What follows belongs to an exercise in optimizing a design on an open flow for small area, a short achievable clock period and few clock cycles per item; a production flow would make more cautious choices.
No functional check of the RTL was part of any run shown here.
Power and IR drop assume default switching activity.

## flow/config.mk

```make
export PLATFORM = sky130hd
export DESIGN_NAME = melendez_mult
export DESIGN_NICKNAME = melendez_mult
export VERILOG_FILES = /design/flow/design.v
export SDC_FILE = /design/flow/constraint.sdc
export NUM_CORES = 4
export LEC_CHECK = 0
export CAP_MARGIN = 20
export CORE_MARGIN = 2
export CORE_UTILIZATION = 40
export SETUP_SLACK_MARGIN = 1.5
export SLEW_MARGIN = 20
export SYNTH_HIERARCHICAL = 1
export SYNTH_MINIMUM_KEEP_SIZE = 0
```

## flow/constraint.sdc

```tcl
create_clock -name core_clock -period 5.0 [get_ports {clk}]
set_input_delay 1.0000 -clock core_clock [delete_from_list [all_inputs] [get_ports {clk}]]
set_output_delay 1.0000 -clock core_clock [all_outputs]
set_load 0.01 [all_outputs]
```

## flow/design.v

```verilog
module melendez_mult (rst, clk, multiplier, multiplicand, product, done);
  input rst, clk;
  input [31:0] multiplier, multiplicand;
  output [63:0] product;
  output done;
  reg [2:0] cnt;           
  reg done_q;                   
  reg first_q;                  
  reg [3:0] dig_q;           
  reg [31:0] s_q;           
  reg [30:0] c_q;           
  reg [3:0] pa_q;           
  reg [3:0] pb_q;           
  reg lc_q;                     
  reg [27:0] lo_q;          
  assign done = done_q;
  wire [31:0] mpad = multiplier;
  wire [3:0] dig = first_q ? multiplier[3:0] : dig_q;
  reg [3:0] dig_next;
  always @(*)
    case (cnt)
      0: dig_next = mpad[7:4];
      1: dig_next = mpad[11:8];
      2: dig_next = mpad[15:12];
      3: dig_next = mpad[19:16];
      4: dig_next = mpad[23:20];
      5: dig_next = mpad[27:24];
      6: dig_next = mpad[31:28];
      default: dig_next = 4'd0;
    endcase
  wire [31:0] s_in = s_q & {32{~first_q}};
  wire [30:0] c_in = c_q & {31{~first_q}};
  wire [31:0] pp0 = multiplicand & {32{dig[0]}};
  wire [31:0] pp1 = multiplicand & {32{dig[1]}};
  wire [31:0] pp2 = multiplicand & {32{dig[2]}};
  wire [31:0] pp3 = multiplicand & {32{dig[3]}};
  wire hs1;
  wire hc2;
  wire fs3;
  wire fc4;
  wire hs5;
  wire hc6;
  wire fs7;
  wire fc8;
  wire fs9;
  wire fc10;
  wire fs11;
  wire fc12;
  wire fs13;
  wire fc14;
  wire fs15;
  wire fc16;
  wire fs17;
  wire fc18;
  wire fs19;
  wire fc20;
  wire fs21;
  wire fc22;
  wire fs23;
  wire fc24;
  wire fs25;
  wire fc26;
  wire fs27;
  wire fc28;
  wire fs29;
  wire fc30;
  wire fs31;
  wire fc32;
  wire fs33;
  wire fc34;
  wire fs35;
  wire fc36;
  wire fs37;
  wire fc38;
  wire fs39;
  wire fc40;
  wire fs41;
  wire fc42;
  wire fs43;
  wire fc44;
  wire fs45;
  wire fc46;
  wire fs47;
  wire fc48;
  wire fs49;
  wire fc50;
  wire fs51;
  wire fc52;
  wire fs53;
  wire fc54;
  wire fs55;
  wire fc56;
  wire fs57;
  wire fc58;
  wire fs59;
  wire fc60;
  wire fs61;
  wire fc62;
  wire fs63;
  wire fc64;
  wire fs65;
  wire fc66;
  wire fs67;
  wire fc68;
  wire fs69;
  wire fc70;
  wire fs71;
  wire fc72;
  wire fs73;
  wire fc74;
  wire fs75;
  wire fc76;
  wire fs77;
  wire fc78;
  wire fs79;
  wire fc80;
  wire fs81;
  wire fc82;
  wire fs83;
  wire fc84;
  wire fs85;
  wire fc86;
  wire fs87;
  wire fc88;
  wire fs89;
  wire fc90;
  wire fs91;
  wire fc92;
  wire fs93;
  wire fc94;
  wire fs95;
  wire fc96;
  wire fs97;
  wire fc98;
  wire fs99;
  wire fc100;
  wire fs101;
  wire fc102;
  wire fs103;
  wire fc104;
  wire fs105;
  wire fc106;
  wire fs107;
  wire fc108;
  wire fs109;
  wire fc110;
  wire fs111;
  wire fc112;
  wire fs113;
  wire fc114;
  wire fs115;
  wire fc116;
  wire hs117;
  wire hc118;
  wire hs119;
  wire hc120;
  wire hs121;
  wire hc122;
  wire fs123;
  wire fc124;
  wire fs125;
  wire fc126;
  wire fs127;
  wire fc128;
  wire fs129;
  wire fc130;
  wire fs131;
  wire fc132;
  wire fs133;
  wire fc134;
  wire fs135;
  wire fc136;
  wire fs137;
  wire fc138;
  wire fs139;
  wire fc140;
  wire fs141;
  wire fc142;
  wire fs143;
  wire fc144;
  wire fs145;
  wire fc146;
  wire fs147;
  wire fc148;
  wire fs149;
  wire fc150;
  wire fs151;
  wire fc152;
  wire fs153;
  wire fc154;
  wire fs155;
  wire fc156;
  wire fs157;
  wire fc158;
  wire fs159;
  wire fc160;
  wire fs161;
  wire fc162;
  wire fs163;
  wire fc164;
  wire fs165;
  wire fc166;
  wire fs167;
  wire fc168;
  wire fs169;
  wire fc170;
  wire fs171;
  wire fc172;
  wire fs173;
  wire fc174;
  wire fs175;
  wire fc176;
  wire fs177;
  wire fc178;
  wire fs179;
  wire fc180;
  wire fs181;
  wire fc182;
  wire fs183;
  wire fc184;
  wire hs185;
  wire hc186;
  wire hs187;
  wire hc188;
  wire fs189;
  wire fc190;
  wire fs191;
  wire fc192;
  wire fs193;
  wire fc194;
  wire fs195;
  wire fc196;
  wire fs197;
  wire fc198;
  wire fs199;
  wire fc200;
  wire fs201;
  wire fc202;
  wire fs203;
  wire fc204;
  wire fs205;
  wire fc206;
  wire fs207;
  wire fc208;
  wire fs209;
  wire fc210;
  wire fs211;
  wire fc212;
  wire fs213;
  wire fc214;
  wire fs215;
  wire fc216;
  wire fs217;
  wire fc218;
  wire fs219;
  wire fc220;
  wire fs221;
  wire fc222;
  wire fs223;
  wire fc224;
  wire fs225;
  wire fc226;
  wire fs227;
  wire fc228;
  wire fs229;
  wire fc230;
  wire fs231;
  wire fc232;
  wire fs233;
  wire fc234;
  wire fs235;
  wire fc236;
  wire fs237;
  wire fc238;
  wire fs239;
  wire fc240;
  wire fs241;
  wire fc242;
  wire fs243;
  wire fc244;
  wire fs245;
  wire fc246;
  wire fs247;
  wire fc248;
  wire fs249;
  wire fc250;
  wire fs251;
  wire fc252;
  wire fs253;
  wire fc254;
  wire hs255;
  wire hc256;
  mm_ha u_hs1 (.a(s_in[2]), .b(c_in[2]), .s(hs1), .co(hc2));
  mm_fa u_fs3 (.a(s_in[3]), .b(c_in[3]), .c(pp0[3]), .s(fs3), .co(fc4));
  mm_ha u_hs5 (.a(pp1[2]), .b(pp2[1]), .s(hs5), .co(hc6));
  mm_fa u_fs7 (.a(s_in[4]), .b(c_in[4]), .c(pp0[4]), .s(fs7), .co(fc8));
  mm_fa u_fs9 (.a(pp1[3]), .b(pp2[2]), .c(pp3[1]), .s(fs9), .co(fc10));
  mm_fa u_fs11 (.a(s_in[5]), .b(c_in[5]), .c(pp0[5]), .s(fs11), .co(fc12));
  mm_fa u_fs13 (.a(pp1[4]), .b(pp2[3]), .c(pp3[2]), .s(fs13), .co(fc14));
  mm_fa u_fs15 (.a(s_in[6]), .b(c_in[6]), .c(pp0[6]), .s(fs15), .co(fc16));
  mm_fa u_fs17 (.a(pp1[5]), .b(pp2[4]), .c(pp3[3]), .s(fs17), .co(fc18));
  mm_fa u_fs19 (.a(s_in[7]), .b(c_in[7]), .c(pp0[7]), .s(fs19), .co(fc20));
  mm_fa u_fs21 (.a(pp1[6]), .b(pp2[5]), .c(pp3[4]), .s(fs21), .co(fc22));
  mm_fa u_fs23 (.a(s_in[8]), .b(c_in[8]), .c(pp0[8]), .s(fs23), .co(fc24));
  mm_fa u_fs25 (.a(pp1[7]), .b(pp2[6]), .c(pp3[5]), .s(fs25), .co(fc26));
  mm_fa u_fs27 (.a(s_in[9]), .b(c_in[9]), .c(pp0[9]), .s(fs27), .co(fc28));
  mm_fa u_fs29 (.a(pp1[8]), .b(pp2[7]), .c(pp3[6]), .s(fs29), .co(fc30));
  mm_fa u_fs31 (.a(s_in[10]), .b(c_in[10]), .c(pp0[10]), .s(fs31), .co(fc32));
  mm_fa u_fs33 (.a(pp1[9]), .b(pp2[8]), .c(pp3[7]), .s(fs33), .co(fc34));
  mm_fa u_fs35 (.a(s_in[11]), .b(c_in[11]), .c(pp0[11]), .s(fs35), .co(fc36));
  mm_fa u_fs37 (.a(pp1[10]), .b(pp2[9]), .c(pp3[8]), .s(fs37), .co(fc38));
  mm_fa u_fs39 (.a(s_in[12]), .b(c_in[12]), .c(pp0[12]), .s(fs39), .co(fc40));
  mm_fa u_fs41 (.a(pp1[11]), .b(pp2[10]), .c(pp3[9]), .s(fs41), .co(fc42));
  mm_fa u_fs43 (.a(s_in[13]), .b(c_in[13]), .c(pp0[13]), .s(fs43), .co(fc44));
  mm_fa u_fs45 (.a(pp1[12]), .b(pp2[11]), .c(pp3[10]), .s(fs45), .co(fc46));
  mm_fa u_fs47 (.a(s_in[14]), .b(c_in[14]), .c(pp0[14]), .s(fs47), .co(fc48));
  mm_fa u_fs49 (.a(pp1[13]), .b(pp2[12]), .c(pp3[11]), .s(fs49), .co(fc50));
  mm_fa u_fs51 (.a(s_in[15]), .b(c_in[15]), .c(pp0[15]), .s(fs51), .co(fc52));
  mm_fa u_fs53 (.a(pp1[14]), .b(pp2[13]), .c(pp3[12]), .s(fs53), .co(fc54));
  mm_fa u_fs55 (.a(s_in[16]), .b(c_in[16]), .c(pp0[16]), .s(fs55), .co(fc56));
  mm_fa u_fs57 (.a(pp1[15]), .b(pp2[14]), .c(pp3[13]), .s(fs57), .co(fc58));
  mm_fa u_fs59 (.a(s_in[17]), .b(c_in[17]), .c(pp0[17]), .s(fs59), .co(fc60));
  mm_fa u_fs61 (.a(pp1[16]), .b(pp2[15]), .c(pp3[14]), .s(fs61), .co(fc62));
  mm_fa u_fs63 (.a(s_in[18]), .b(c_in[18]), .c(pp0[18]), .s(fs63), .co(fc64));
  mm_fa u_fs65 (.a(pp1[17]), .b(pp2[16]), .c(pp3[15]), .s(fs65), .co(fc66));
  mm_fa u_fs67 (.a(s_in[19]), .b(c_in[19]), .c(pp0[19]), .s(fs67), .co(fc68));
  mm_fa u_fs69 (.a(pp1[18]), .b(pp2[17]), .c(pp3[16]), .s(fs69), .co(fc70));
  mm_fa u_fs71 (.a(s_in[20]), .b(c_in[20]), .c(pp0[20]), .s(fs71), .co(fc72));
  mm_fa u_fs73 (.a(pp1[19]), .b(pp2[18]), .c(pp3[17]), .s(fs73), .co(fc74));
  mm_fa u_fs75 (.a(s_in[21]), .b(c_in[21]), .c(pp0[21]), .s(fs75), .co(fc76));
  mm_fa u_fs77 (.a(pp1[20]), .b(pp2[19]), .c(pp3[18]), .s(fs77), .co(fc78));
  mm_fa u_fs79 (.a(s_in[22]), .b(c_in[22]), .c(pp0[22]), .s(fs79), .co(fc80));
  mm_fa u_fs81 (.a(pp1[21]), .b(pp2[20]), .c(pp3[19]), .s(fs81), .co(fc82));
  mm_fa u_fs83 (.a(s_in[23]), .b(c_in[23]), .c(pp0[23]), .s(fs83), .co(fc84));
  mm_fa u_fs85 (.a(pp1[22]), .b(pp2[21]), .c(pp3[20]), .s(fs85), .co(fc86));
  mm_fa u_fs87 (.a(s_in[24]), .b(c_in[24]), .c(pp0[24]), .s(fs87), .co(fc88));
  mm_fa u_fs89 (.a(pp1[23]), .b(pp2[22]), .c(pp3[21]), .s(fs89), .co(fc90));
  mm_fa u_fs91 (.a(s_in[25]), .b(c_in[25]), .c(pp0[25]), .s(fs91), .co(fc92));
  mm_fa u_fs93 (.a(pp1[24]), .b(pp2[23]), .c(pp3[22]), .s(fs93), .co(fc94));
  mm_fa u_fs95 (.a(s_in[26]), .b(c_in[26]), .c(pp0[26]), .s(fs95), .co(fc96));
  mm_fa u_fs97 (.a(pp1[25]), .b(pp2[24]), .c(pp3[23]), .s(fs97), .co(fc98));
  mm_fa u_fs99 (.a(s_in[27]), .b(c_in[27]), .c(pp0[27]), .s(fs99), .co(fc100));
  mm_fa u_fs101 (.a(pp1[26]), .b(pp2[25]), .c(pp3[24]), .s(fs101), .co(fc102));
  mm_fa u_fs103 (.a(s_in[28]), .b(c_in[28]), .c(pp0[28]), .s(fs103), .co(fc104));
  mm_fa u_fs105 (.a(pp1[27]), .b(pp2[26]), .c(pp3[25]), .s(fs105), .co(fc106));
  mm_fa u_fs107 (.a(s_in[29]), .b(c_in[29]), .c(pp0[29]), .s(fs107), .co(fc108));
  mm_fa u_fs109 (.a(pp1[28]), .b(pp2[27]), .c(pp3[26]), .s(fs109), .co(fc110));
  mm_fa u_fs111 (.a(s_in[30]), .b(c_in[30]), .c(pp0[30]), .s(fs111), .co(fc112));
  mm_fa u_fs113 (.a(pp1[29]), .b(pp2[28]), .c(pp3[27]), .s(fs113), .co(fc114));
  mm_fa u_fs115 (.a(s_in[31]), .b(pp0[31]), .c(pp1[30]), .s(fs115), .co(fc116));
  mm_ha u_hs117 (.a(pp2[29]), .b(pp3[28]), .s(hs117), .co(hc118));
  mm_ha u_hs119 (.a(pp1[31]), .b(pp2[30]), .s(hs119), .co(hc120));
  mm_ha u_hs121 (.a(s_in[1]), .b(c_in[1]), .s(hs121), .co(hc122));
  mm_fa u_fs123 (.a(pp0[2]), .b(pp1[1]), .c(pp2[0]), .s(fs123), .co(fc124));
  mm_fa u_fs125 (.a(pp3[0]), .b(fs3), .c(hs5), .s(fs125), .co(fc126));
  mm_fa u_fs127 (.a(fs7), .b(fs9), .c(fc4), .s(fs127), .co(fc128));
  mm_fa u_fs129 (.a(fs11), .b(fs13), .c(fc8), .s(fs129), .co(fc130));
  mm_fa u_fs131 (.a(fs15), .b(fs17), .c(fc12), .s(fs131), .co(fc132));
  mm_fa u_fs133 (.a(fs19), .b(fs21), .c(fc16), .s(fs133), .co(fc134));
  mm_fa u_fs135 (.a(fs23), .b(fs25), .c(fc20), .s(fs135), .co(fc136));
  mm_fa u_fs137 (.a(fs27), .b(fs29), .c(fc24), .s(fs137), .co(fc138));
  mm_fa u_fs139 (.a(fs31), .b(fs33), .c(fc28), .s(fs139), .co(fc140));
  mm_fa u_fs141 (.a(fs35), .b(fs37), .c(fc32), .s(fs141), .co(fc142));
  mm_fa u_fs143 (.a(fs39), .b(fs41), .c(fc36), .s(fs143), .co(fc144));
  mm_fa u_fs145 (.a(fs43), .b(fs45), .c(fc40), .s(fs145), .co(fc146));
  mm_fa u_fs147 (.a(fs47), .b(fs49), .c(fc44), .s(fs147), .co(fc148));
  mm_fa u_fs149 (.a(fs51), .b(fs53), .c(fc48), .s(fs149), .co(fc150));
  mm_fa u_fs151 (.a(fs55), .b(fs57), .c(fc52), .s(fs151), .co(fc152));
  mm_fa u_fs153 (.a(fs59), .b(fs61), .c(fc56), .s(fs153), .co(fc154));
  mm_fa u_fs155 (.a(fs63), .b(fs65), .c(fc60), .s(fs155), .co(fc156));
  mm_fa u_fs157 (.a(fs67), .b(fs69), .c(fc64), .s(fs157), .co(fc158));
  mm_fa u_fs159 (.a(fs71), .b(fs73), .c(fc68), .s(fs159), .co(fc160));
  mm_fa u_fs161 (.a(fs75), .b(fs77), .c(fc72), .s(fs161), .co(fc162));
  mm_fa u_fs163 (.a(fs79), .b(fs81), .c(fc76), .s(fs163), .co(fc164));
  mm_fa u_fs165 (.a(fs83), .b(fs85), .c(fc80), .s(fs165), .co(fc166));
  mm_fa u_fs167 (.a(fs87), .b(fs89), .c(fc84), .s(fs167), .co(fc168));
  mm_fa u_fs169 (.a(fs91), .b(fs93), .c(fc88), .s(fs169), .co(fc170));
  mm_fa u_fs171 (.a(fs95), .b(fs97), .c(fc92), .s(fs171), .co(fc172));
  mm_fa u_fs173 (.a(fs99), .b(fs101), .c(fc96), .s(fs173), .co(fc174));
  mm_fa u_fs175 (.a(fs103), .b(fs105), .c(fc100), .s(fs175), .co(fc176));
  mm_fa u_fs177 (.a(fs107), .b(fs109), .c(fc104), .s(fs177), .co(fc178));
  mm_fa u_fs179 (.a(fs111), .b(fs113), .c(fc108), .s(fs179), .co(fc180));
  mm_fa u_fs181 (.a(fs115), .b(hs117), .c(fc112), .s(fs181), .co(fc182));
  mm_fa u_fs183 (.a(pp3[29]), .b(hs119), .c(fc116), .s(fs183), .co(fc184));
  mm_ha u_hs185 (.a(pp2[31]), .b(pp3[30]), .s(hs185), .co(hc186));
  mm_ha u_hs187 (.a(s_in[0]), .b(c_in[0]), .s(hs187), .co(hc188));
  mm_fa u_fs189 (.a(pp0[1]), .b(pp1[0]), .c(hs121), .s(fs189), .co(fc190));
  mm_fa u_fs191 (.a(hs1), .b(fs123), .c(hc122), .s(fs191), .co(fc192));
  mm_fa u_fs193 (.a(hc2), .b(fs125), .c(fc124), .s(fs193), .co(fc194));
  mm_fa u_fs195 (.a(hc6), .b(fs127), .c(fc126), .s(fs195), .co(fc196));
  mm_fa u_fs197 (.a(fc10), .b(fs129), .c(fc128), .s(fs197), .co(fc198));
  mm_fa u_fs199 (.a(fc14), .b(fs131), .c(fc130), .s(fs199), .co(fc200));
  mm_fa u_fs201 (.a(fc18), .b(fs133), .c(fc132), .s(fs201), .co(fc202));
  mm_fa u_fs203 (.a(fc22), .b(fs135), .c(fc134), .s(fs203), .co(fc204));
  mm_fa u_fs205 (.a(fc26), .b(fs137), .c(fc136), .s(fs205), .co(fc206));
  mm_fa u_fs207 (.a(fc30), .b(fs139), .c(fc138), .s(fs207), .co(fc208));
  mm_fa u_fs209 (.a(fc34), .b(fs141), .c(fc140), .s(fs209), .co(fc210));
  mm_fa u_fs211 (.a(fc38), .b(fs143), .c(fc142), .s(fs211), .co(fc212));
  mm_fa u_fs213 (.a(fc42), .b(fs145), .c(fc144), .s(fs213), .co(fc214));
  mm_fa u_fs215 (.a(fc46), .b(fs147), .c(fc146), .s(fs215), .co(fc216));
  mm_fa u_fs217 (.a(fc50), .b(fs149), .c(fc148), .s(fs217), .co(fc218));
  mm_fa u_fs219 (.a(fc54), .b(fs151), .c(fc150), .s(fs219), .co(fc220));
  mm_fa u_fs221 (.a(fc58), .b(fs153), .c(fc152), .s(fs221), .co(fc222));
  mm_fa u_fs223 (.a(fc62), .b(fs155), .c(fc154), .s(fs223), .co(fc224));
  mm_fa u_fs225 (.a(fc66), .b(fs157), .c(fc156), .s(fs225), .co(fc226));
  mm_fa u_fs227 (.a(fc70), .b(fs159), .c(fc158), .s(fs227), .co(fc228));
  mm_fa u_fs229 (.a(fc74), .b(fs161), .c(fc160), .s(fs229), .co(fc230));
  mm_fa u_fs231 (.a(fc78), .b(fs163), .c(fc162), .s(fs231), .co(fc232));
  mm_fa u_fs233 (.a(fc82), .b(fs165), .c(fc164), .s(fs233), .co(fc234));
  mm_fa u_fs235 (.a(fc86), .b(fs167), .c(fc166), .s(fs235), .co(fc236));
  mm_fa u_fs237 (.a(fc90), .b(fs169), .c(fc168), .s(fs237), .co(fc238));
  mm_fa u_fs239 (.a(fc94), .b(fs171), .c(fc170), .s(fs239), .co(fc240));
  mm_fa u_fs241 (.a(fc98), .b(fs173), .c(fc172), .s(fs241), .co(fc242));
  mm_fa u_fs243 (.a(fc102), .b(fs175), .c(fc174), .s(fs243), .co(fc244));
  mm_fa u_fs245 (.a(fc106), .b(fs177), .c(fc176), .s(fs245), .co(fc246));
  mm_fa u_fs247 (.a(fc110), .b(fs179), .c(fc178), .s(fs247), .co(fc248));
  mm_fa u_fs249 (.a(fc114), .b(fs181), .c(fc180), .s(fs249), .co(fc250));
  mm_fa u_fs251 (.a(hc118), .b(fs183), .c(fc182), .s(fs251), .co(fc252));
  mm_fa u_fs253 (.a(hc120), .b(hs185), .c(fc184), .s(fs253), .co(fc254));
  mm_ha u_hs255 (.a(pp3[31]), .b(hc186), .s(hs255), .co(hc256));
  wire [3:0] pa_new = {fs193, fs191, fs189, pp0[0]};
  wire [3:0] pb_new = {fc192, fc190, hc188, hs187};
  wire [31:0] s_new = {hc256, hs255, fs253, fs251, fs249, fs247, fs245, fs243, fs241, fs239, fs237, fs235, fs233, fs231, fs229, fs227, fs225, fs223, fs221, fs219, fs217, fs215, fs213, fs211, fs209, fs207, fs205, fs203, fs201, fs199, fs197, fs195};
  wire [31:0] c_new = {1'b0, fc254, fc252, fc250, fc248, fc246, fc244, fc242, fc240, fc238, fc236, fc234, fc232, fc230, fc228, fc226, fc224, fc222, fc220, fc218, fc216, fc214, fc212, fc210, fc208, fc206, fc204, fc202, fc200, fc198, fc196, fc194};
  wire [4:0] lo_sum = {pa_q[3], pa_q[2], pa_q[1], pa_q[0]} + {pb_q[3], pb_q[2], pb_q[1], pb_q[0]} + lc_q;
  wire [36:0] hi_a = {{s_q[31], s_q[30], s_q[29], s_q[28], s_q[27], s_q[26], s_q[25], s_q[24], s_q[23], s_q[22], s_q[21], s_q[20], s_q[19], s_q[18], s_q[17], s_q[16], s_q[15], s_q[14], s_q[13], s_q[12], s_q[11], s_q[10], s_q[9], s_q[8], s_q[7], s_q[6], s_q[5], s_q[4], s_q[3], s_q[2], s_q[1], s_q[0]}, {pa_q[3], pa_q[2], pa_q[1], pa_q[0]}, lc_q};
  wire [36:0] hi_b = {{1'b0, c_q[30], c_q[29], c_q[28], c_q[27], c_q[26], c_q[25], c_q[24], c_q[23], c_q[22], c_q[21], c_q[20], c_q[19], c_q[18], c_q[17], c_q[16], c_q[15], c_q[14], c_q[13], c_q[12], c_q[11], c_q[10], c_q[9], c_q[8], c_q[7], c_q[6], c_q[5], c_q[4], c_q[3], c_q[2], c_q[1], c_q[0]}, {pb_q[3], pb_q[2], pb_q[1], pb_q[0]}, lc_q};
  wire [37:0] hi_sum;
  mm_add u_add (.a(hi_a), .b(hi_b), .s(hi_sum));
  assign product = {hi_sum[36:1], lo_q};
  always @(posedge clk) begin
    first_q <= rst;
    dig_q <= dig_next;
    if (rst) begin
      cnt <= 0;
      done_q <= 1'b0;
    end else if (!done_q) begin
      cnt <= cnt + 1'b1;
      done_q <= (cnt == 7);
    end
  end
  always @(posedge clk)
    if (!done_q) begin
      s_q[0] <= s_new[0];
      c_q[0] <= c_new[0];
      s_q[1] <= s_new[1];
      c_q[1] <= c_new[1];
      s_q[2] <= s_new[2];
      c_q[2] <= c_new[2];
      s_q[3] <= s_new[3];
      c_q[3] <= c_new[3];
      s_q[4] <= s_new[4];
      c_q[4] <= c_new[4];
      s_q[5] <= s_new[5];
      c_q[5] <= c_new[5];
      s_q[6] <= s_new[6];
      c_q[6] <= c_new[6];
      s_q[7] <= s_new[7];
      c_q[7] <= c_new[7];
      s_q[8] <= s_new[8];
      c_q[8] <= c_new[8];
      s_q[9] <= s_new[9];
      c_q[9] <= c_new[9];
      s_q[10] <= s_new[10];
      c_q[10] <= c_new[10];
      s_q[11] <= s_new[11];
      c_q[11] <= c_new[11];
      s_q[12] <= s_new[12];
      c_q[12] <= c_new[12];
      s_q[13] <= s_new[13];
      c_q[13] <= c_new[13];
      s_q[14] <= s_new[14];
      c_q[14] <= c_new[14];
      s_q[15] <= s_new[15];
      c_q[15] <= c_new[15];
      s_q[16] <= s_new[16];
      c_q[16] <= c_new[16];
      s_q[17] <= s_new[17];
      c_q[17] <= c_new[17];
      s_q[18] <= s_new[18];
      c_q[18] <= c_new[18];
      s_q[19] <= s_new[19];
      c_q[19] <= c_new[19];
      s_q[20] <= s_new[20];
      c_q[20] <= c_new[20];
      s_q[21] <= s_new[21];
      c_q[21] <= c_new[21];
      s_q[22] <= s_new[22];
      c_q[22] <= c_new[22];
      s_q[23] <= s_new[23];
      c_q[23] <= c_new[23];
      s_q[24] <= s_new[24];
      c_q[24] <= c_new[24];
      s_q[25] <= s_new[25];
      c_q[25] <= c_new[25];
      s_q[26] <= s_new[26];
      c_q[26] <= c_new[26];
      s_q[27] <= s_new[27];
      c_q[27] <= c_new[27];
      s_q[28] <= s_new[28];
      c_q[28] <= c_new[28];
      s_q[29] <= s_new[29];
      c_q[29] <= c_new[29];
      s_q[30] <= s_new[30];
      c_q[30] <= c_new[30];
      s_q[31] <= s_new[31];
      pa_q[0] <= pa_new[0];
      pb_q[0] <= pb_new[0];
      pa_q[1] <= pa_new[1];
      pb_q[1] <= pb_new[1];
      pa_q[2] <= pa_new[2];
      pb_q[2] <= pb_new[2];
      pa_q[3] <= pa_new[3];
      pb_q[3] <= pb_new[3];
      lc_q <= first_q ? 1'b0 : lo_sum[4];
      case (cnt)
        1: lo_q[3:0] <= lo_sum[3:0];
        2: lo_q[7:4] <= lo_sum[3:0];
        3: lo_q[11:8] <= lo_sum[3:0];
        4: lo_q[15:12] <= lo_sum[3:0];
        5: lo_q[19:16] <= lo_sum[3:0];
        6: lo_q[23:20] <= lo_sum[3:0];
        7: lo_q[27:24] <= lo_sum[3:0];
        default: ;
      endcase
    end
endmodule
module mm_fa (a, b, c, s, co);
  input a, b, c;
  output s, co;
  assign s = a ^ b ^ c;
  assign co = (a & b) | (a & c) | (b & c);
endmodule
module mm_ha (a, b, s, co);
  input a, b;
  output s, co;
  assign s = a ^ b;
  assign co = a & b;
endmodule
module mm_add (a, b, s);
  input [36:0] a, b;
  output [37:0] s;
  wire [36:0] p0, g0;
  mm_pg u_pg0 (.a(a[0]), .b(b[0]), .g(g0[0]), .p(p0[0]));
  mm_pg u_pg1 (.a(a[1]), .b(b[1]), .g(g0[1]), .p(p0[1]));
  mm_pg u_pg2 (.a(a[2]), .b(b[2]), .g(g0[2]), .p(p0[2]));
  mm_pg u_pg3 (.a(a[3]), .b(b[3]), .g(g0[3]), .p(p0[3]));
  mm_pg u_pg4 (.a(a[4]), .b(b[4]), .g(g0[4]), .p(p0[4]));
  mm_pg u_pg5 (.a(a[5]), .b(b[5]), .g(g0[5]), .p(p0[5]));
  mm_pg u_pg6 (.a(a[6]), .b(b[6]), .g(g0[6]), .p(p0[6]));
  mm_pg u_pg7 (.a(a[7]), .b(b[7]), .g(g0[7]), .p(p0[7]));
  mm_pg u_pg8 (.a(a[8]), .b(b[8]), .g(g0[8]), .p(p0[8]));
  mm_pg u_pg9 (.a(a[9]), .b(b[9]), .g(g0[9]), .p(p0[9]));
  mm_pg u_pg10 (.a(a[10]), .b(b[10]), .g(g0[10]), .p(p0[10]));
  mm_pg u_pg11 (.a(a[11]), .b(b[11]), .g(g0[11]), .p(p0[11]));
  mm_pg u_pg12 (.a(a[12]), .b(b[12]), .g(g0[12]), .p(p0[12]));
  mm_pg u_pg13 (.a(a[13]), .b(b[13]), .g(g0[13]), .p(p0[13]));
  mm_pg u_pg14 (.a(a[14]), .b(b[14]), .g(g0[14]), .p(p0[14]));
  mm_pg u_pg15 (.a(a[15]), .b(b[15]), .g(g0[15]), .p(p0[15]));
  mm_pg u_pg16 (.a(a[16]), .b(b[16]), .g(g0[16]), .p(p0[16]));
  mm_pg u_pg17 (.a(a[17]), .b(b[17]), .g(g0[17]), .p(p0[17]));
  mm_pg u_pg18 (.a(a[18]), .b(b[18]), .g(g0[18]), .p(p0[18]));
  mm_pg u_pg19 (.a(a[19]), .b(b[19]), .g(g0[19]), .p(p0[19]));
  mm_pg u_pg20 (.a(a[20]), .b(b[20]), .g(g0[20]), .p(p0[20]));
  mm_pg u_pg21 (.a(a[21]), .b(b[21]), .g(g0[21]), .p(p0[21]));
  mm_pg u_pg22 (.a(a[22]), .b(b[22]), .g(g0[22]), .p(p0[22]));
  mm_pg u_pg23 (.a(a[23]), .b(b[23]), .g(g0[23]), .p(p0[23]));
  mm_pg u_pg24 (.a(a[24]), .b(b[24]), .g(g0[24]), .p(p0[24]));
  mm_pg u_pg25 (.a(a[25]), .b(b[25]), .g(g0[25]), .p(p0[25]));
  mm_pg u_pg26 (.a(a[26]), .b(b[26]), .g(g0[26]), .p(p0[26]));
  mm_pg u_pg27 (.a(a[27]), .b(b[27]), .g(g0[27]), .p(p0[27]));
  mm_pg u_pg28 (.a(a[28]), .b(b[28]), .g(g0[28]), .p(p0[28]));
  mm_pg u_pg29 (.a(a[29]), .b(b[29]), .g(g0[29]), .p(p0[29]));
  mm_pg u_pg30 (.a(a[30]), .b(b[30]), .g(g0[30]), .p(p0[30]));
  mm_pg u_pg31 (.a(a[31]), .b(b[31]), .g(g0[31]), .p(p0[31]));
  mm_pg u_pg32 (.a(a[32]), .b(b[32]), .g(g0[32]), .p(p0[32]));
  mm_pg u_pg33 (.a(a[33]), .b(b[33]), .g(g0[33]), .p(p0[33]));
  mm_pg u_pg34 (.a(a[34]), .b(b[34]), .g(g0[34]), .p(p0[34]));
  mm_pg u_pg35 (.a(a[35]), .b(b[35]), .g(g0[35]), .p(p0[35]));
  mm_pg u_pg36 (.a(a[36]), .b(b[36]), .g(g0[36]), .p(p0[36]));
  wire gx1;
  mm_grayp u_g1 (.gh(g0[1]), .ph(p0[1]), .gl(g0[0]), .g(gx1));
  wire gx2;
  wire px2;
  mm_blackp u_b2 (.gh(g0[3]), .ph(p0[3]), .gl(g0[2]), .pl(p0[2]), .g(gx2), .p(px2));
  wire gx3;
  wire px3;
  mm_blackp u_b3 (.gh(g0[5]), .ph(p0[5]), .gl(g0[4]), .pl(p0[4]), .g(gx3), .p(px3));
  wire gx4;
  wire px4;
  mm_blackp u_b4 (.gh(g0[7]), .ph(p0[7]), .gl(g0[6]), .pl(p0[6]), .g(gx4), .p(px4));
  wire gx5;
  wire px5;
  mm_blackp u_b5 (.gh(g0[9]), .ph(p0[9]), .gl(g0[8]), .pl(p0[8]), .g(gx5), .p(px5));
  wire gx6;
  wire px6;
  mm_blackp u_b6 (.gh(g0[11]), .ph(p0[11]), .gl(g0[10]), .pl(p0[10]), .g(gx6), .p(px6));
  wire gx7;
  wire px7;
  mm_blackp u_b7 (.gh(g0[13]), .ph(p0[13]), .gl(g0[12]), .pl(p0[12]), .g(gx7), .p(px7));
  wire gx8;
  wire px8;
  mm_blackp u_b8 (.gh(g0[15]), .ph(p0[15]), .gl(g0[14]), .pl(p0[14]), .g(gx8), .p(px8));
  wire gx9;
  wire px9;
  mm_blackp u_b9 (.gh(g0[17]), .ph(p0[17]), .gl(g0[16]), .pl(p0[16]), .g(gx9), .p(px9));
  wire gx10;
  wire px10;
  mm_blackp u_b10 (.gh(g0[19]), .ph(p0[19]), .gl(g0[18]), .pl(p0[18]), .g(gx10), .p(px10));
  wire gx11;
  wire px11;
  mm_blackp u_b11 (.gh(g0[21]), .ph(p0[21]), .gl(g0[20]), .pl(p0[20]), .g(gx11), .p(px11));
  wire gx12;
  wire px12;
  mm_blackp u_b12 (.gh(g0[23]), .ph(p0[23]), .gl(g0[22]), .pl(p0[22]), .g(gx12), .p(px12));
  wire gx13;
  wire px13;
  mm_blackp u_b13 (.gh(g0[25]), .ph(p0[25]), .gl(g0[24]), .pl(p0[24]), .g(gx13), .p(px13));
  wire gx14;
  wire px14;
  mm_blackp u_b14 (.gh(g0[27]), .ph(p0[27]), .gl(g0[26]), .pl(p0[26]), .g(gx14), .p(px14));
  wire gx15;
  wire px15;
  mm_blackp u_b15 (.gh(g0[29]), .ph(p0[29]), .gl(g0[28]), .pl(p0[28]), .g(gx15), .p(px15));
  wire gx16;
  wire px16;
  mm_blackp u_b16 (.gh(g0[31]), .ph(p0[31]), .gl(g0[30]), .pl(p0[30]), .g(gx16), .p(px16));
  wire gx17;
  wire px17;
  mm_blackp u_b17 (.gh(g0[33]), .ph(p0[33]), .gl(g0[32]), .pl(p0[32]), .g(gx17), .p(px17));
  wire gx18;
  wire px18;
  mm_blackp u_b18 (.gh(g0[35]), .ph(p0[35]), .gl(g0[34]), .pl(p0[34]), .g(gx18), .p(px18));
  wire gx19;
  mm_grayn u_g19 (.gh(gx2), .ph(px2), .gl(gx1), .g(gx19));
  wire gx20;
  wire px20;
  mm_blackn u_b20 (.gh(gx3), .ph(px3), .gl(gx2), .pl(px2), .g(gx20), .p(px20));
  wire gx21;
  wire px21;
  mm_blackn u_b21 (.gh(gx4), .ph(px4), .gl(gx3), .pl(px3), .g(gx21), .p(px21));
  wire gx22;
  wire px22;
  mm_blackn u_b22 (.gh(gx5), .ph(px5), .gl(gx4), .pl(px4), .g(gx22), .p(px22));
  wire gx23;
  wire px23;
  mm_blackn u_b23 (.gh(gx6), .ph(px6), .gl(gx5), .pl(px5), .g(gx23), .p(px23));
  wire gx24;
  wire px24;
  mm_blackn u_b24 (.gh(gx7), .ph(px7), .gl(gx6), .pl(px6), .g(gx24), .p(px24));
  wire gx25;
  wire px25;
  mm_blackn u_b25 (.gh(gx8), .ph(px8), .gl(gx7), .pl(px7), .g(gx25), .p(px25));
  wire gx26;
  wire px26;
  mm_blackn u_b26 (.gh(gx9), .ph(px9), .gl(gx8), .pl(px8), .g(gx26), .p(px26));
  wire gx27;
  wire px27;
  mm_blackn u_b27 (.gh(gx10), .ph(px10), .gl(gx9), .pl(px9), .g(gx27), .p(px27));
  wire gx28;
  wire px28;
  mm_blackn u_b28 (.gh(gx11), .ph(px11), .gl(gx10), .pl(px10), .g(gx28), .p(px28));
  wire gx29;
  wire px29;
  mm_blackn u_b29 (.gh(gx12), .ph(px12), .gl(gx11), .pl(px11), .g(gx29), .p(px29));
  wire gx30;
  wire px30;
  mm_blackn u_b30 (.gh(gx13), .ph(px13), .gl(gx12), .pl(px12), .g(gx30), .p(px30));
  wire gx31;
  wire px31;
  mm_blackn u_b31 (.gh(gx14), .ph(px14), .gl(gx13), .pl(px13), .g(gx31), .p(px31));
  wire gx32;
  wire px32;
  mm_blackn u_b32 (.gh(gx15), .ph(px15), .gl(gx14), .pl(px14), .g(gx32), .p(px32));
  wire gx33;
  wire px33;
  mm_blackn u_b33 (.gh(gx16), .ph(px16), .gl(gx15), .pl(px15), .g(gx33), .p(px33));
  wire gx34;
  wire px34;
  mm_blackn u_b34 (.gh(gx17), .ph(px17), .gl(gx16), .pl(px16), .g(gx34), .p(px34));
  wire gx35;
  wire px35;
  mm_blackn u_b35 (.gh(gx18), .ph(px18), .gl(gx17), .pl(px17), .g(gx35), .p(px35));
  wire iv36;
  mm_inv u_i36 (.a(gx1), .y(iv36));
  wire gx37;
  mm_grayp u_g37 (.gh(gx20), .ph(px20), .gl(iv36), .g(gx37));
  wire gx38;
  mm_grayp u_g38 (.gh(gx21), .ph(px21), .gl(gx19), .g(gx38));
  wire gx39;
  wire px39;
  mm_blackp u_b39 (.gh(gx22), .ph(px22), .gl(gx20), .pl(px20), .g(gx39), .p(px39));
  wire gx40;
  wire px40;
  mm_blackp u_b40 (.gh(gx23), .ph(px23), .gl(gx21), .pl(px21), .g(gx40), .p(px40));
  wire gx41;
  wire px41;
  mm_blackp u_b41 (.gh(gx24), .ph(px24), .gl(gx22), .pl(px22), .g(gx41), .p(px41));
  wire gx42;
  wire px42;
  mm_blackp u_b42 (.gh(gx25), .ph(px25), .gl(gx23), .pl(px23), .g(gx42), .p(px42));
  wire gx43;
  wire px43;
  mm_blackp u_b43 (.gh(gx26), .ph(px26), .gl(gx24), .pl(px24), .g(gx43), .p(px43));
  wire gx44;
  wire px44;
  mm_blackp u_b44 (.gh(gx27), .ph(px27), .gl(gx25), .pl(px25), .g(gx44), .p(px44));
  wire gx45;
  wire px45;
  mm_blackp u_b45 (.gh(gx28), .ph(px28), .gl(gx26), .pl(px26), .g(gx45), .p(px45));
  wire gx46;
  wire px46;
  mm_blackp u_b46 (.gh(gx29), .ph(px29), .gl(gx27), .pl(px27), .g(gx46), .p(px46));
  wire gx47;
  wire px47;
  mm_blackp u_b47 (.gh(gx30), .ph(px30), .gl(gx28), .pl(px28), .g(gx47), .p(px47));
  wire gx48;
  wire px48;
  mm_blackp u_b48 (.gh(gx31), .ph(px31), .gl(gx29), .pl(px29), .g(gx48), .p(px48));
  wire gx49;
  wire px49;
  mm_blackp u_b49 (.gh(gx32), .ph(px32), .gl(gx30), .pl(px30), .g(gx49), .p(px49));
  wire gx50;
  wire px50;
  mm_blackp u_b50 (.gh(gx33), .ph(px33), .gl(gx31), .pl(px31), .g(gx50), .p(px50));
  wire gx51;
  wire px51;
  mm_blackp u_b51 (.gh(gx34), .ph(px34), .gl(gx32), .pl(px32), .g(gx51), .p(px51));
  wire gx52;
  wire px52;
  mm_blackp u_b52 (.gh(gx35), .ph(px35), .gl(gx33), .pl(px33), .g(gx52), .p(px52));
  wire gx53;
  mm_grayn u_g53 (.gh(gx39), .ph(px39), .gl(gx1), .g(gx53));
  wire iv54;
  mm_inv u_i54 (.a(gx19), .y(iv54));
  wire gx55;
  mm_grayn u_g55 (.gh(gx40), .ph(px40), .gl(iv54), .g(gx55));
  wire gx56;
  mm_grayn u_g56 (.gh(gx41), .ph(px41), .gl(gx37), .g(gx56));
  wire gx57;
  mm_grayn u_g57 (.gh(gx42), .ph(px42), .gl(gx38), .g(gx57));
  wire gx58;
  wire px58;
  mm_blackn u_b58 (.gh(gx43), .ph(px43), .gl(gx39), .pl(px39), .g(gx58), .p(px58));
  wire gx59;
  wire px59;
  mm_blackn u_b59 (.gh(gx44), .ph(px44), .gl(gx40), .pl(px40), .g(gx59), .p(px59));
  wire gx60;
  wire px60;
  mm_blackn u_b60 (.gh(gx45), .ph(px45), .gl(gx41), .pl(px41), .g(gx60), .p(px60));
  wire gx61;
  wire px61;
  mm_blackn u_b61 (.gh(gx46), .ph(px46), .gl(gx42), .pl(px42), .g(gx61), .p(px61));
  wire gx62;
  wire px62;
  mm_blackn u_b62 (.gh(gx47), .ph(px47), .gl(gx43), .pl(px43), .g(gx62), .p(px62));
  wire gx63;
  wire px63;
  mm_blackn u_b63 (.gh(gx48), .ph(px48), .gl(gx44), .pl(px44), .g(gx63), .p(px63));
  wire gx64;
  wire px64;
  mm_blackn u_b64 (.gh(gx49), .ph(px49), .gl(gx45), .pl(px45), .g(gx64), .p(px64));
  wire gx65;
  wire px65;
  mm_blackn u_b65 (.gh(gx50), .ph(px50), .gl(gx46), .pl(px46), .g(gx65), .p(px65));
  wire gx66;
  wire px66;
  mm_blackn u_b66 (.gh(gx51), .ph(px51), .gl(gx47), .pl(px47), .g(gx66), .p(px66));
  wire gx67;
  wire px67;
  mm_blackn u_b67 (.gh(gx52), .ph(px52), .gl(gx48), .pl(px48), .g(gx67), .p(px67));
  wire gx68;
  mm_grayp u_g68 (.gh(gx58), .ph(px58), .gl(iv36), .g(gx68));
  wire gx69;
  mm_grayp u_g69 (.gh(gx59), .ph(px59), .gl(gx19), .g(gx69));
  wire iv70;
  mm_inv u_i70 (.a(gx37), .y(iv70));
  wire gx71;
  mm_grayp u_g71 (.gh(gx60), .ph(px60), .gl(iv70), .g(gx71));
  wire iv72;
  mm_inv u_i72 (.a(gx38), .y(iv72));
  wire gx73;
  mm_grayp u_g73 (.gh(gx61), .ph(px61), .gl(iv72), .g(gx73));
  wire gx74;
  mm_grayp u_g74 (.gh(gx62), .ph(px62), .gl(gx53), .g(gx74));
  wire gx75;
  mm_grayp u_g75 (.gh(gx63), .ph(px63), .gl(gx55), .g(gx75));
  wire gx76;
  mm_grayp u_g76 (.gh(gx64), .ph(px64), .gl(gx56), .g(gx76));
  wire gx77;
  mm_grayp u_g77 (.gh(gx65), .ph(px65), .gl(gx57), .g(gx77));
  wire gx78;
  wire px78;
  mm_blackp u_b78 (.gh(gx66), .ph(px66), .gl(gx58), .pl(px58), .g(gx78), .p(px78));
  wire gx79;
  wire px79;
  mm_blackp u_b79 (.gh(gx67), .ph(px67), .gl(gx59), .pl(px59), .g(gx79), .p(px79));
  wire gx80;
  mm_grayn u_g80 (.gh(gx78), .ph(px78), .gl(gx1), .g(gx80));
  wire gx81;
  mm_grayn u_g81 (.gh(gx79), .ph(px79), .gl(iv54), .g(gx81));
  wire gx82;
  mm_grayp u_g82 (.gh(g0[2]), .ph(p0[2]), .gl(iv36), .g(gx82));
  wire gx83;
  mm_grayp u_g83 (.gh(g0[4]), .ph(p0[4]), .gl(gx19), .g(gx83));
  wire gx84;
  mm_grayp u_g84 (.gh(g0[6]), .ph(p0[6]), .gl(iv70), .g(gx84));
  wire gx85;
  mm_grayp u_g85 (.gh(g0[8]), .ph(p0[8]), .gl(iv72), .g(gx85));
  wire gx86;
  mm_grayp u_g86 (.gh(g0[10]), .ph(p0[10]), .gl(gx53), .g(gx86));
  wire gx87;
  mm_grayp u_g87 (.gh(g0[12]), .ph(p0[12]), .gl(gx55), .g(gx87));
  wire gx88;
  mm_grayp u_g88 (.gh(g0[14]), .ph(p0[14]), .gl(gx56), .g(gx88));
  wire gx89;
  mm_grayp u_g89 (.gh(g0[16]), .ph(p0[16]), .gl(gx57), .g(gx89));
  wire iv90;
  mm_inv u_i90 (.a(gx68), .y(iv90));
  wire gx91;
  mm_grayp u_g91 (.gh(g0[18]), .ph(p0[18]), .gl(iv90), .g(gx91));
  wire iv92;
  mm_inv u_i92 (.a(gx69), .y(iv92));
  wire gx93;
  mm_grayp u_g93 (.gh(g0[20]), .ph(p0[20]), .gl(iv92), .g(gx93));
  wire iv94;
  mm_inv u_i94 (.a(gx71), .y(iv94));
  wire gx95;
  mm_grayp u_g95 (.gh(g0[22]), .ph(p0[22]), .gl(iv94), .g(gx95));
  wire iv96;
  mm_inv u_i96 (.a(gx73), .y(iv96));
  wire gx97;
  mm_grayp u_g97 (.gh(g0[24]), .ph(p0[24]), .gl(iv96), .g(gx97));
  wire iv98;
  mm_inv u_i98 (.a(gx74), .y(iv98));
  wire gx99;
  mm_grayp u_g99 (.gh(g0[26]), .ph(p0[26]), .gl(iv98), .g(gx99));
  wire iv100;
  mm_inv u_i100 (.a(gx75), .y(iv100));
  wire gx101;
  mm_grayp u_g101 (.gh(g0[28]), .ph(p0[28]), .gl(iv100), .g(gx101));
  wire iv102;
  mm_inv u_i102 (.a(gx76), .y(iv102));
  wire gx103;
  mm_grayp u_g103 (.gh(g0[30]), .ph(p0[30]), .gl(iv102), .g(gx103));
  wire iv104;
  mm_inv u_i104 (.a(gx77), .y(iv104));
  wire gx105;
  mm_grayp u_g105 (.gh(g0[32]), .ph(p0[32]), .gl(iv104), .g(gx105));
  wire gx106;
  mm_grayp u_g106 (.gh(g0[34]), .ph(p0[34]), .gl(gx80), .g(gx106));
  wire gx107;
  mm_grayp u_g107 (.gh(g0[36]), .ph(p0[36]), .gl(gx81), .g(gx107));
  assign s[0] = p0[0];
  assign s[1] = p0[1] ^ g0[0];
  assign s[2] = ~(p0[2] ^ gx1);
  assign s[3] = ~(p0[3] ^ gx82);
  assign s[4] = p0[4] ^ gx19;
  assign s[5] = ~(p0[5] ^ gx83);
  assign s[6] = ~(p0[6] ^ gx37);
  assign s[7] = ~(p0[7] ^ gx84);
  assign s[8] = ~(p0[8] ^ gx38);
  assign s[9] = ~(p0[9] ^ gx85);
  assign s[10] = p0[10] ^ gx53;
  assign s[11] = ~(p0[11] ^ gx86);
  assign s[12] = p0[12] ^ gx55;
  assign s[13] = ~(p0[13] ^ gx87);
  assign s[14] = p0[14] ^ gx56;
  assign s[15] = ~(p0[15] ^ gx88);
  assign s[16] = p0[16] ^ gx57;
  assign s[17] = ~(p0[17] ^ gx89);
  assign s[18] = ~(p0[18] ^ gx68);
  assign s[19] = ~(p0[19] ^ gx91);
  assign s[20] = ~(p0[20] ^ gx69);
  assign s[21] = ~(p0[21] ^ gx93);
  assign s[22] = ~(p0[22] ^ gx71);
  assign s[23] = ~(p0[23] ^ gx95);
  assign s[24] = ~(p0[24] ^ gx73);
  assign s[25] = ~(p0[25] ^ gx97);
  assign s[26] = ~(p0[26] ^ gx74);
  assign s[27] = ~(p0[27] ^ gx99);
  assign s[28] = ~(p0[28] ^ gx75);
  assign s[29] = ~(p0[29] ^ gx101);
  assign s[30] = ~(p0[30] ^ gx76);
  assign s[31] = ~(p0[31] ^ gx103);
  assign s[32] = ~(p0[32] ^ gx77);
  assign s[33] = ~(p0[33] ^ gx105);
  assign s[34] = p0[34] ^ gx80;
  assign s[35] = ~(p0[35] ^ gx106);
  assign s[36] = p0[36] ^ gx81;
  assign s[37] = ~gx107;
endmodule
module mm_pg (a, b, g, p);
  input a, b;
  output g, p;
  assign g = a & b;
  assign p = a ^ b;
endmodule
module mm_inv (a, y);
  input a;
  output y;
  assign y = ~a;
endmodule
module mm_blackp (gh, ph, gl, pl, g, p);
  input gh, ph, gl, pl;
  output g, p;
  assign g = ~(gh | (ph & gl));
  assign p = ~(ph & pl);
endmodule
module mm_grayp (gh, ph, gl, g);
  input gh, ph, gl;
  output g;
  assign g = ~(gh | (ph & gl));
endmodule
module mm_blackn (gh, ph, gl, pl, g, p);
  input gh, ph, gl, pl;
  output g, p;
  assign g = ~(gh & (ph | gl));
  assign p = ~(ph | pl);
endmodule
module mm_grayn (gh, ph, gl, g);
  input gh, ph, gl;
  output g;
  assign g = ~(gh & (ph | gl));
endmodule
```

## flow/flow/run.sh

```bash
#!/bin/bash
set -euo pipefail
export BUFFER_PORTS_ARGS="-buffer_cell sky130_fd_sc_hd__buf_2"
bash standard.sh > standard_flow.log 2>&1
```

## flow/standard.sh

```bash
#!/bin/bash
# synth_recipe.tcl (not shown) runs the flow's synth.tcl, then flattens the netlist and writes it again
# the make line also repeats each setting of config.mk as NAME=value (left out here)
make -C /OpenROAD-flow-scripts/flow DESIGN_CONFIG=/design/flow/config.mk WORK_HOME=/design/flow/orfs CLKGATE_MAP_FILE= SYNTH_SCRIPT=/design/flow/synth_recipe.tcl "${@:-finish}"
```

==> metrics.cfg, run 1 <==
[run_status]
outcome = finished clean

[route]
wl_per_cell_um = 17.46
firstDrtPassIters = 4
antenna_left = 0
vias_per_cell = 4.860
post-route-drc-count = 0
routed_wl_um = 21770
vias = 6061
drtIter0Drc = 286

[sta]
hold_viol = 0
setup_viol = 0
drv_slew = 0
tightest_slew_ns = 0.8565
max-slew-margin-rel_pct = 42.82
fin_tns_setup_ns = 0
rsz0062_at_grt = true
period_share_pct = 69.65
max_freq_ghz = 0.2871
finClkSkew_ns = 0.01328
finalCriticalPeriod_ns = 3.483

[die]
die_w_um = 160.5
die_height_um = 160.5
row_count = 57
fp.coreArea_um2 = 24180
design.die.area_um2 = 25770
initial_core_util_pct = 40.53
num_io_pins = 131

[logic_synthesis]
syn_area_um2 = 9799
syn_area_per_cell_um2 = 12.91
synthCells = 759
yosys_warnings = 7
synth_nets = 1001

[final_layout]
fill_cells = 2135
drive_gt1_share_pct = 52.44
antenna_cells = 0
multiInputGateArea_um2 = 7178
regArea_um2 = 3184
area_growth_pct = 24.00
fin_nets = 1160
design_area_um2 = 12150

[global_route]
grt_overflow_total = 0
grt_antenna_before_repair = 0
grt_pass1_vias = 6629
grt_pass1_wl_um = 35120
track_usage_pct = 17.47
grt_max_degree = 40

[critical_path]
critPathSlowestCell = edfxtp_1
cp_common_cell = a21oi_4
max_stage_delay_ns = 0.45
startpoint_type = flop
critPathRequiredTime_ns = 4.00
path_cells = ha_4 > a21oi_4 > inv_2 > a21oi_4 > inv_2 > a21oi_4 > inv_2 > a21oi_4 > xnor2_2 > buf_2
arrival_ns = 2.48
worst-setup-path-type = flop to primary output
crit_path_end_kind = primary output
crit_fanout = 4

[clock_tree]
cts_buffer_depth = 2
cts_tree = yes
clk_pin_slew_ns = 0.09
cts_buffers = 9
insertion_delay_ns = 0.37
cts.htree.levels = 3
cts.sinks = 109
root_buffer = clkbuf_16

[run]
drv_cap = 0

[min_path]
hold_class = flop to flop

[power_and_ir_drop]
p_per_area_nw_per_um2 = 610.4
vdd.ir_drop.worst_uv = 347.4
leakage_uw = 0.004911

[place]
placed_area_um2 = 10720
dp_hpwl_um = 16870
io_buffers = 130
gp_congestion = 0.8007

==> cell type report <==
class,instances,area share (%)
Clock inverter,7,0.8340
Clock buffer,9,1.853
Tap cell,324,3.336
Inverter,21,0.6487
Multi-Input combinational cell,606,59.07
Timing Repair Buffer,171,8.052
Sequential cell,109,26.20
==> report_power, final <==
group | switching [uW] | internal (uW)
sequential | 249 | 1520
clock | 411 | 374
combinational | 2660 | 2210
==> worst max-delay path: cells and delay by family, from the launching register on <==
kind / cells / cell delay [ns]
AOI/OAI and AO/OA: 4 / 0.84
xor gates and xnor gates: 1 / 0.13
adders and majority gates: 1 / 0.29
buffers and inverters: 4 / 0.41
DFF: 1 / 0.45
==> through the flow <==
step	utilization [%]	total power (uW)	hold slack (ns)	setup WS (ns)	cells
2_1_floorplan	-	4421	0.5175	1.858	759
3_3_place_gp	44.32	5638	0.5541	1.332	1199
3_5_place_dp	44.32	5684	0.5644	1.331	1199
4_1_cts	48.22	7032	0.5772	1.480	1237
5_1_grt	50.26	8046	0.6130	1.419	1247
6_report	50.26	7418	0.5677	1.517	1247
==> what timing repair did <==
item / 4_1_cts / 5_1_grt
gates cloned: 0 / 0
pin swaps: 28 / 39
gates resized for setup: 73 / 69
setup endpoints to repair: 28 / 56
hold buffers: 0 / 0
setup buffers: 22 / 10
==> flip-flops by register name (all words and copies together) (netlist names) <==
signal and cells:
cnt 3, done_q 1, pa_q 4, s_q 32
dig_q 4, c_q 31, first_q 1, lo_q 28
pb_q 4, lc_q 1
==> layer usage <==
metal | vias to the layer above | global-route usage (%) | wire, um
met5 | - | 0 | 0
met4 | 0 | 3.481 | 192
met3 | 11 | 2.660 | 728
met2 | 132 | 29.21 | 10820
met1 | 3045 | 24.37 | 10030
li1 | 2873 | - | -
==> cell usage in the layout, fill, tap and decap left out, types with 2 or more instances in the layout <==
master and instances:
mux2i_4 4, dfxtp_1 8, xnor2_1 20, a21oi_4 23
nor2b_2 110, xor2_1 9, ha_1 23, clkbuf_16 9
a22oi_1 8, nand2_2 16, o21ai_2 25, nor2b_1 79
a21oi_2 38, edfxtp_1 100, o21ai_4 8, buf_2 130
ha_4 27, a221o_1 2, fa_1 122, inv_1 15
a221oi_1 2, nor2_2 9, nor2_4 14, nand2_1 18
nor2_1 9, clkinv_8 2, ha_2 4, and2_1 2
buf_4 39, inv_2 6, a21oi_1 5, o21ai_0 2
and3_1 5, inv_12 3, xnor2_2 10, and2b_1 5
==> worst paths after layout <==
path           start     endpoint  slack, ns  depth (start not counted)
max          pa_q[0]  product[50]       1.52                         10
min           cnt[1]       cnt[1]       0.57                          2
max reg2reg  first_q      s_q[27]       1.71                          7
min reg2reg   cnt[1]       cnt[1]       0.57                          2
==> run 2, diff against run 1 <==
--- a/flow/config.mk
+++ b/flow/config.mk
@@ -8,7 +8,7 @@
 export CAP_MARGIN = 20
 export CORE_MARGIN = 2
 export CORE_UTILIZATION = 40
-export SETUP_SLACK_MARGIN = 1.5
+export SETUP_SLACK_MARGIN = 2.0
 export SLEW_MARGIN = 20
 export SYNTH_HIERARCHICAL = 1
 export SYNTH_MINIMUM_KEEP_SIZE = 0
==> metrics.cfg, run 2 <==
[run_status]
outcome = finished clean

[place]
placed_cells = 1197
dp_hpwl_um = 17100
gp_congestion = 0.7993
io_buffers = 130

[logic_synthesis]
syn_area_um2 = 9799
syn_area_per_cell_um2 = 12.91
synthCells = 759
synth_nets = 1001
yosys_warnings = 7

[clock_tree]
clk_pin_slew_ns = 0.09
cts_tree = yes
cts.sinks = 109
cts_buffer_depth = 2
postCtsHoldBufs = 0
cts.htree.levels = 3
root_buffer = clkbuf_16
cts_buffers = 9
insertion_delay_ns = 0.37

[sta]
max_freq_ghz = 0.2812
setup_viol = 0
finalCriticalPeriod_ns = 3.557
fin_tns_setup_ns = 0
hold_viol = 0
period_share_pct = 71.13
drv_slew = 0
rsz0062_at_grt = true
max-slew-margin-rel_pct = 39.00
finClkSkew_ns = 0.01083
tightest_slew_ns = 0.9151

[final_layout]
layout_common_cells = buf_2 (124), nor2b_2 (102), fa_1 (102)
area_growth_pct = 36.67
drive_gt1_share_pct = 59.59
fin_nets = 1217
reg_top3 = s_q (32), c_q (31), lo_q (28)
final_cells = 1304
top_register = s_q
antenna_cells = 0
largest_reg_flops = 32
final_common_cell = buf_2

[global_route]
grt_overflow_total = 0
track_usage_pct = 21.19
grt_max_degree = 42
grt_antenna_before_repair = 0
grt_pass1_vias = 7182
grt_pass1_wl_um = 41390

[route]
routed_wl_um = 26460
post-route-drc-count = 0
drtIter0Drc = 219
antenna_left = 0
wl_per_cell_um = 20.29
firstDrtPassIters = 6
vias_per_cell = 5.004
vias = 6525

[critical_path]
crit_fanout = 3
startpoint = s_q[2]
max_stage_delay_ns = 0.47
critPathRequiredTime_ns = 4.00
startpoint_type = flop
path_cells = ha_4 > a21oi_4 > o21ai_2 > a21oi_2 > buf_4 > o21ai_2 > a21oi_2 > inv_1 > a21oi_2 > xnor2_2 > buf_2
critPathSlowestCell = edfxtp_1
crit_path_end_kind = primary output
cp_common_cell = a21oi_2
crit_family = compound AO/OA/AOI/OAI gates
arrival_ns = 2.56
r2r_start = first_q
worst-setup-path-type = flop to primary output
crit_buf_inv = 3

[die]
die_w_um = 160.5
initial_core_util_pct = 40.53
fp.coreArea_um2 = 24180
design.die.area_um2 = 25770
die_height_um = 160.5
row_count = 57
num_io_pins = 131

[min_path]
hold_class = flop to flop
holdCritStartpoint = cnt[1]

[power_and_ir_drop]
p_per_area_nw_per_um2 = 618.5
leakage_uw = 0.005456
vdd.ir_drop.worst_uv = 327.3

[run]
drv_cap = 0

[run 2: changes by cell type in the layout (fill, tap and decap cells not counted), moves of 11 or more]
cell / previous run / this run
buf_16: 0 / 11
buf_4: 39 / 54
buf_6: 0 / 25
fa_1: 122 / 102
fa_2: 0 / 20
nor2b_4: 0 / 11
[run 2: per-layer routing]
| metal | up-vias | global-route usage, % | part of all wire (%) |
|---|---|---|---|
| li1 | 2986 | - | - |
| met1 | 3356 | 28.69 | 43 |
| met2 | 156 | 36.48 | 51 |
| met3 | 27 | 2.712 | 4.3 |
| met4 | 0 | 4.996 | 1.9 |
| met5 | - | 0 | 0 |
[run 2: through the flow]
step	setup slack [ns]	power [uW]	instance area, um2	util [%]	hold WS (ns)
2_1_floorplan	1.869	4415	9843	-	0.5175
3_3_place_gp	1.169	5643	10760	44.49	0.5478
3_5_place_dp	1.113	5721	10760	44.49	0.5601
4_1_cts	1.487	7843	12930	53.47	0.5754
5_1_grt	1.344	8838	13390	55.40	0.5925
6_report	1.443	8283	13390	55.40	0.5705
[run 2: cell type report]
| class | count | area, um2 |
|---|---|---|
| Fill cell | 1961 | 10780 |
| Multi-Input combinational cell | 606 | 7517 |
| Sequential cell | 109 | 3187 |
| Timing Repair Buffer | 228 | 1876 |
| Tap cell | 324 | 405.4 |
| Clock buffer | 9 | 225.2 |
| Clock inverter | 7 | 101.3 |
| Inverter | 21 | 81.33 |
[run 2: report_power, final]
part	leakage [uW]	switching [uW]	internal (uW)	total [uW]
Clock	0.000157	418	371	789
Combinational	0.00416	2940	2760	5700
Sequential	0.00114	278	1520	1790
Total	0.00546	3640	4650	8280
[run 2: timing repair]
item,in CTS,in global routing
setup buffers,68,15
gates resized for setup,176,62
pin swaps,93,59
gates cloned,8,0
endpoints found under the setup margin,98,69
[run 2: worst min-delay path: stages, from the launching register on]
cell	delay [ns]
dfxtp_1	0.35
mux2i_1	0.14
nor2_1	0.05
[run 2: worst paths after layout]
path                 endpoint  slack (ns)  cells past startpoint
setup / recovery  product[50]        1.44                     11
hold / removal         cnt[1]        0.57                      2
setup reg to reg      s_q[24]        1.98                      8
hold reg to reg        cnt[1]        0.57                      2
==> run 3, diff against run 2 <==
--- a/flow/config.mk
+++ b/flow/config.mk
@@ -8,7 +8,7 @@
 export CAP_MARGIN = 20
 export CORE_MARGIN = 2
 export CORE_UTILIZATION = 40
-export SETUP_SLACK_MARGIN = 2.0
+export SETUP_SLACK_MARGIN = 2.5
 export SLEW_MARGIN = 20
 export SYNTH_HIERARCHICAL = 1
 export SYNTH_MINIMUM_KEEP_SIZE = 0
==> metrics.cfg, run 3 <==
[route]
firstDrtPassIters = 4
dr_wl_met2_um = 12970
m1WireLength_um = 11120
antenna_left = 0
vias_per_cell = 4.899
highest_layer = met4
vias = 6408
dr_wl_met3_um = 819
wl_per_cell_um = 19.27
routed_wl_um = 25210
post-route-drc-count = 0
drtIter0Drc = 224

[critical_path]
crit_fanout = 3
crit_path_end_kind = primary output
worst-setup-path-type = flop to primary output
arrival_ns = 2.58
critPathRequiredTime_ns = 4.00
startpoint_type = flop

[sta]
max_freq_ghz = 0.2791
fin_tns_setup_ns = 0
rsz0062_at_grt = true
finalCriticalPeriod_ns = 3.582
max-slew-margin-rel_pct = 51.76
period_share_pct = 71.65
setup_viol = 0
finClkSkew_ns = 0.009865
fin_hold_ws_ns = 0.5879
drv_slew = 0
hold_viol = 0
tightest_slew_ns = 0.7185

[clock_tree]
cts_buffers = 9
clk_pin_slew_ns = 0.09
cts.sinks = 109
cts_buffer_depth = 2
postCtsHoldBufs = 0
cts.htree.levels = 3
insertion_delay_ns = 0.37
root_buffer = clkbuf_16
cts_tree = yes

[power_and_ir_drop]
netSwitchingFraction_pct = 43.29
p_per_area_nw_per_um2 = 617.1
pwr-share-seq_pct = 20.4
clock_power_share_pct = 9.1
vdd.ir_drop.worst_uv = 269.5
internal-power_uw = 4950
p_comb_share_pct = 70.5
leakage_uw = 0.005774
p_total_uw = 8728
p_sw_uw = 3778

[die]
die_w_um = 160.5
design.die.area_um2 = 25770
die_height_um = 160.5
row_count = 57
fp.coreArea_um2 = 24180
initial_core_util_pct = 40.53
num_io_pins = 131

[place]
dp_hpwl_um = 17090
io_buffers = 130
gp_congestion = 0.7532

[logic_synthesis]
synth_nets = 1001
yosys_warnings = 7
syn_area_per_cell_um2 = 12.91
synthCells = 759
syn_area_um2 = 9799

[final_layout]
fin_nets = 1221
top_register = s_q
antenna_cells = 0
final_common_cell = buf_2
drive_gt1_share_pct = 64.74
finish.utilization_pct = 58.50
area_growth_pct = 44.33
largest_reg_flops = 32
layout_common_cells = buf_2 (123), edfxtp_1 (100), fa_1 (75)
reg_top3 = s_q (32), c_q (31), lo_q (28)

[global_route]
grt_max_degree = 33
track_usage_pct = 20.06
grt_pass1_wl_um = 39310
grt_overflow_total = 0
grt_antenna_before_repair = 0
grt_pass1_vias = 6989

[run_status]
outcome = finished clean

[run]
drv_cap = 0

[min_path]
hold_class = flop to flop

-- run 3: changes by cell type in the layout (fill, tap and decap cells not counted), moves of 6 or more --
cell     delta
nor2b_4    +46
nor2b_2    -44
fa_1       -27
fa_2       +27
buf_6      +23
buf_4      -22
a21oi_2    -11
a21oi_4    +11
xnor2_1     -7
buf_12      +6
nand2_1     -6
xnor2_2     +6
-- run 3: worst max-delay path, cell delays in order (launching register included) --
cell,delay [ns]
edfxtp_1,0.47
ha_4,0.30
buf_4,0.15
nand2_4,0.11
o21ai_4,0.09
a21oi_4,0.19
o21ai_4,0.10
a21oi_2,0.19
inv_1,0.08
a21oi_2,0.20
xnor2_2,0.16
buf_2,0.17
-- run 3: power by group through the flow --
stage / Combinational (uW) / Clock [uW] / Sequential (uW)
finish: 6150 / 793 / 1780
global route: 6680 / 843 / 1810
CTS: 5680 / 813 / 1790
detailed placement: 4690 / 0 / 1810
global placement: 4640 / 0 / 1810
floorplan: 3450 / 0 / 1750
-- run 3: cell type report --
class                           instances  area [um2]
Fill cell                            1905       10030
Timing Repair inverter                  1       7.507
Clock inverter                          7       101.3
Multi-Input combinational cell        606        8125
Tap cell                              324       405.4
Sequential cell                       109        3187
Timing Repair Buffer                  231        2007
Inverter                               21       85.08
Clock buffer                            9       225.2
-- run 3: layer usage --
layer / vias up / GRT usage, %
met4: 0 / 3.808
met2: 115 / 34.93
met5: - / 0
met3: 17 / 2.376
li1: 3000 / -
met1: 3276 / 27.32
-- run 3: worst paths after layout --
kind | from | end | slack, ns | cells after the start
worst max-delay path | s_q[4] | product[54] | 1.42 | 11
worst max register to register | first_q | s_q[22] | 1.98 | 10
worst min-delay path | cnt[1] | cnt[1] | 0.59 | 2
worst min register to register | cnt[1] | cnt[1] | 0.59 | 2
-- run 3: repair_timing --
action                                 CTS  global route
setup endpoints to repair              146           100
endpoints found under the hold margin    0             0
gates cloned                             9             0
gates resized for setup                191            72
buffers inserted                        60            23
pin swaps                               93            78
-- run 3: per-stage QoR --
stage                     std cells  setup WS [ns]  instance area, um2
after floorplan                 759          1.869               10670
after global placement         1200          1.113               11600
after detailed placement       1200          1.038               11600
after CTS                      1285          1.484               13580
after global routing           1308          1.354               14140
final                          1308          1.418               14140

static timing again, ports no longer ideal:
The flow's constraints put no driver on any port. The routed layouts listed below were extracted and timed again, unchanged, in two steps.
Step 1, drivers: a clkbuf_16 drives clk and a buf_2 each remaining input, both assumed.
Step 2 adds t to the input delays and takes it off the output delays; t is the mean of the earliest and latest rising clock arrival at the registers after step 1. Input paths then give back, and output paths get back, about the clock's delay inside the block.
Slacks: ideal ports / drivers / drivers and shift; pairs: ideal ports / drivers.
| run | shift t [ns] | slack for setup (ns) | slew at the worst register clock pin (ns) |
|---|---|---|---|
| run 1 | 0.407 | 1.517 / 1.469 / 1.348 | 0.09 / 0.09 |
| run 2 | 0.411 | 1.443 / 1.396 / 1.504 | 0.09 / 0.09 |
| run 3 | 0.412 | 1.418 / 1.369 / 1.495 | 0.09 / 0.09 |
After both steps setup and hold are still met in every run listed. For run 1, which loses most, drivers alone change the setup slack by -0.048 ns; drivers and shift together by -0.169 ns.
